From an optimization exercise on the open Yosys and OpenROAD flow, aimed at small area, a short achievable clock period and few clock cycles per item; shortcuts taken in it are not production practice.
RTL that was checked went through simulation tests only; none was proved equivalent to the original.

==> v33: inputs <==
Design fpu_top, start of the top module:
module fpu_top (
  input logic   clk,
  input logic   reset,
  input logic [15:0] a,
  input logic [15:0] b,
  output logic [15:0] quotient,product,sum,
  input logic start,
  output logic [4:0]  flags,
  output logic valid
);
==> module fpu_top, before the edit <==
module fpu_top (
  input logic   clk,
  input logic   reset,
  input logic [15:0] a,
  input logic [15:0] b,
  output logic [15:0] quotient,product,sum,
  input logic start,
  output logic [4:0]  flags,
  output logic valid
);
localparam int K = 6;    
logic [15:0]  sum_d, prod_d;
logic         add_exc_d, mul_un_d, mul_ov_d;
logic [K-1:0] qhi_d;
logic [10:0]  rem_d;
logic         qsign_d, qov_d, qun_d;
logic [4:0]   qexp_d;
fpu_add_comb add_sub (.x(a), .y(b), .sum(sum_d), .exc(add_exc_d));
fpu_mul_comb mult (.x(a), .y(b), .product(prod_d), .underflag(mul_un_d), .overflag(mul_ov_d));
fpu_div_pre #(.K(K)) div_pre (
    .x(a), .y(b), .qhi(qhi_d), .rem(rem_d), .sign(qsign_d), .exp(qexp_d),
    .overflag(qov_d), .underflag(qun_d)
);
logic [15:0]  sum_q, prod_q;
logic         add_exc_q, mul_un_q, mul_ov_q;
logic [K-1:0] qhi_q;
logic [10:0]  rem_q;
logic [9:0]   fb_q;
logic         qsign_q, qov_q, qun_q;
logic [4:0]   qexp_q;
always_ff @(posedge clk) begin
    if (start) begin
        sum_q     <= sum_d;
        add_exc_q <= add_exc_d;
        prod_q    <= prod_d;
        mul_un_q  <= mul_un_d;
        mul_ov_q  <= mul_ov_d;
        qhi_q     <= qhi_d;
        rem_q     <= rem_d;
        fb_q      <= b[9:0];
        qsign_q   <= qsign_d;
        qexp_q    <= qexp_d;
        qov_q     <= qov_d;
        qun_q     <= qun_d;
    end
end
always_ff @(posedge clk or negedge reset) begin
    if (!reset)
        valid <= 1'b0;
    else if (start)
        valid <= 1'b1;
end
fpu_div_post #(.K(K)) div_post (
    .qhi(qhi_q), .rem(rem_q), .fb(fb_q), .sign(qsign_q), .exp(qexp_q),
    .overflag(qov_q), .underflag(qun_q), .quotient(quotient)
);
assign sum     = sum_q;
assign product = prod_q;
assign flags   = {add_exc_q, qov_q, qun_q, mul_un_q, mul_ov_q};
endmodule
==> flow/config.mk <==
export PLATFORM = sky130hd
export DESIGN_NAME = fpu_top
export DESIGN_NICKNAME = fpu_top
export VERILOG_FILES = /design/flow/design.v
export SDC_FILE = /design/flow/constraint.sdc
export NUM_CORES = 4
export LEC_CHECK = 0
export ABC_AREA = 1
export CAP_MARGIN = 20
export CORE_MARGIN = 2
export CORE_UTILIZATION = 40
export SLEW_MARGIN = 20
==> flow/constraint.sdc <==
create_clock -name core_clock -period 45.0 [get_ports {clk}]
set_input_delay 9.0000 -clock core_clock [delete_from_list [all_inputs] [get_ports {clk}]]
set_output_delay 9.0000 -clock core_clock [all_outputs]
set_load 0.01 [all_outputs]
standard.sh (not shown) runs the stock make flow with config.mk's settings and CLKGATE_MAP_FILE= SYNTH_SCRIPT=/design/flow/synth_recipe.tcl, a recipe that flattens the netlist after the stock synthesis.
==> flow/flow/run.sh <==
#!/bin/bash
# Own flow: the standard layout (standard.sh), with two changes:
#  - synthesis maps the logic with ABC's area-oriented mapper (flow/abc_area.script:
#    strash; dch; map -a) instead of ORFS's ABC script; everything else in synthesis,
#    including flip-flop mapping, flattening and renaming, is the standard flow's own script;
#  - port buffers are sky130_fd_sc_hd__buf_2 cells.
set -euo pipefail
W=$PWD
# ORFS synth.tcl with the ABC script replaced, right after its preamble.
sed "s|^source \$::env(SCRIPTS_DIR)/synth_preamble.tcl\$|&\nset abc_args [lreplace \$abc_args 1 1 $W/flow/abc_area.script]|" \
    "$FLOW_HOME/scripts/synth.tcl" > "$W/own_synth.tcl"
grep -q "own\|abc_area.script" "$W/own_synth.tcl"
sed "s|source \$::env(SCRIPTS_DIR)/synth.tcl|source $W/own_synth.tcl|" synth_recipe.tcl > "$W/own_synth_recipe.tcl"
grep -q own_synth.tcl "$W/own_synth_recipe.tcl"
sed -e "s|SYNTH_SCRIPT=[^ ]*|SYNTH_SCRIPT=$W/own_synth_recipe.tcl 'BUFFER_PORTS_ARGS=-buffer_cell sky130_fd_sc_hd__buf_2' SETUP_SLACK_MARGIN=24|" standard.sh > "$W/own_standard.sh"
grep -q own_synth_recipe.tcl "$W/own_standard.sh"
bash "$W/own_standard.sh" > "$W/own_flow.log" 2>&1
==> flow/flow/abc_area.script <==
strash
dch
map -a
topo
stime -c
==> inputs of v29, as changes to v33 <==
--- a/flow/design.v
+++ b/flow/design.v
@@ -407,5 +407,6 @@
     .overflag(qov_d), .underflag(qun_d)
 );
-logic [15:0]  sum_q, prod_q;
+logic [15:0]  sum_q;
+logic [14:0]  prod_q;
 logic         add_exc_q, mul_un_q, mul_ov_q;
 logic [K-1:0] qhi_q;
@@ -418,5 +419,5 @@
         sum_q     <= sum_d;
         add_exc_q <= add_exc_d;
-        prod_q    <= prod_d;
+        prod_q    <= prod_d[14:0];
         mul_un_q  <= mul_un_d;
         mul_ov_q  <= mul_ov_d;
@@ -441,5 +442,5 @@
 );
 assign sum     = sum_q;
-assign product = prod_q;
+assign product = {qsign_q, prod_q};    
 assign flags   = {add_exc_q, qov_q, qun_q, mul_un_q, mul_ov_q};
 endmodule
--- a/flow/flow/run.sh
+++ b/flow/flow/run.sh
@@ -13,5 +13,5 @@
 sed "s|source \$::env(SCRIPTS_DIR)/synth.tcl|source $W/own_synth.tcl|" synth_recipe.tcl > "$W/own_synth_recipe.tcl"
 grep -q own_synth.tcl "$W/own_synth_recipe.tcl"
-sed -e "s|SYNTH_SCRIPT=[^ ]*|SYNTH_SCRIPT=$W/own_synth_recipe.tcl 'BUFFER_PORTS_ARGS=-buffer_cell sky130_fd_sc_hd__buf_2' SETUP_SLACK_MARGIN=24|" standard.sh > "$W/own_standard.sh"
+sed -e "s|SYNTH_SCRIPT=[^ ]*|SYNTH_SCRIPT=$W/own_synth_recipe.tcl 'BUFFER_PORTS_ARGS=-buffer_cell sky130_fd_sc_hd__buf_2' SETUP_SLACK_MARGIN=26|" standard.sh > "$W/own_standard.sh"
 grep -q own_synth_recipe.tcl "$W/own_standard.sh"
 bash "$W/own_standard.sh" > "$W/own_flow.log" 2>&1
==> flow/flow/abc_area.script (replaced) <==
strash
ifraig
dch
map -a
topo
stime -c
--- a/flow/config.mk
+++ b/flow/config.mk
@@ -9,4 +9,5 @@
 export CAP_MARGIN = 20
 export CORE_MARGIN = 2
-export CORE_UTILIZATION = 40
+export CORE_UTILIZATION = 60
+export PLACE_DENSITY = 0.75
 export SLEW_MARGIN = 20
==> qor summary <==
item                                                                                v29                     v33
Share of layout cells above drive strength 1                                     0.1461                 0.09422
Launching instance or port of the critical path                                    a[1]       fb_q[0]$_DFFE_PP_
Die width                                                                      149.9 um                182.8 um
Post-route cell area                                                         14840 um^2              14410 um^2
Clock period minus final worst setup slack                                     18.38 ns                19.70 ns
Average cell area after synthesis                                            6.820 um^2              6.830 um^2
Met2 GRT Util                                                                    0.5575                  0.3805
Detailed-routed wire length on met2                                            17.58 mm                17.27 mm
GPL Wtd Cong                                                                     0.9339                  0.8682
Worst setup path endpoint                                       prod_q[9]$_SDFFCE_PP0P_             quotient[0]
Quantity of gates resized following cts                                              70                       3
Count of buffers added by post-CTS timing repair for setup                           11                       0
Fraction of the mapped netlist area in compound gates                            0.1574                  0.1579
Number of standard cells in the final layout excluding fillers                     2294                    2408
Count of distinct cell types in the synthesized netlist                              41                      39
Outcome                                                                  finished clean          finished clean
Share of the final layout cell area in sequential cells                          0.1413                  0.1456
Kind of critical path                                            input port to register  register to output pin
Testbench counts of v33, summed over its fixed seeds: cycles 8,000, ops 8,000.
Function not checked in v29: the RTL went through the layout flow alone.

==> static timing again, ports no longer ideal <==
The results above use ideal ports. As a check the final layouts listed here were re-extracted and re-timed, cells and wires unchanged. Step 1, drivers: a clkbuf_16 drives clk and a buf_2 each remaining input, both assumed. Step 2 moves the port delays by t, midway between the first and last clock arrival at a register: inputs arrive t later, outputs are due t later. That takes back most of the time a late clock gives input paths. Three values: no drivers, after step 1, after step 2; two values: the first two.
| run | t, ns | setup WS [ns] | worst setup path at the end |
|---|---|---|---|
| v33 | 0.395 | 25.296 / 25.250 / 24.951 | input to register |
| v29 | 0.402 | 26.620 / 26.641 / 26.238 | input to register |
After both steps every run listed still meets setup and hold. The setup slack of v29, which loses most, moves by +0.021 ns with the drivers and by -0.382 ns with both steps.
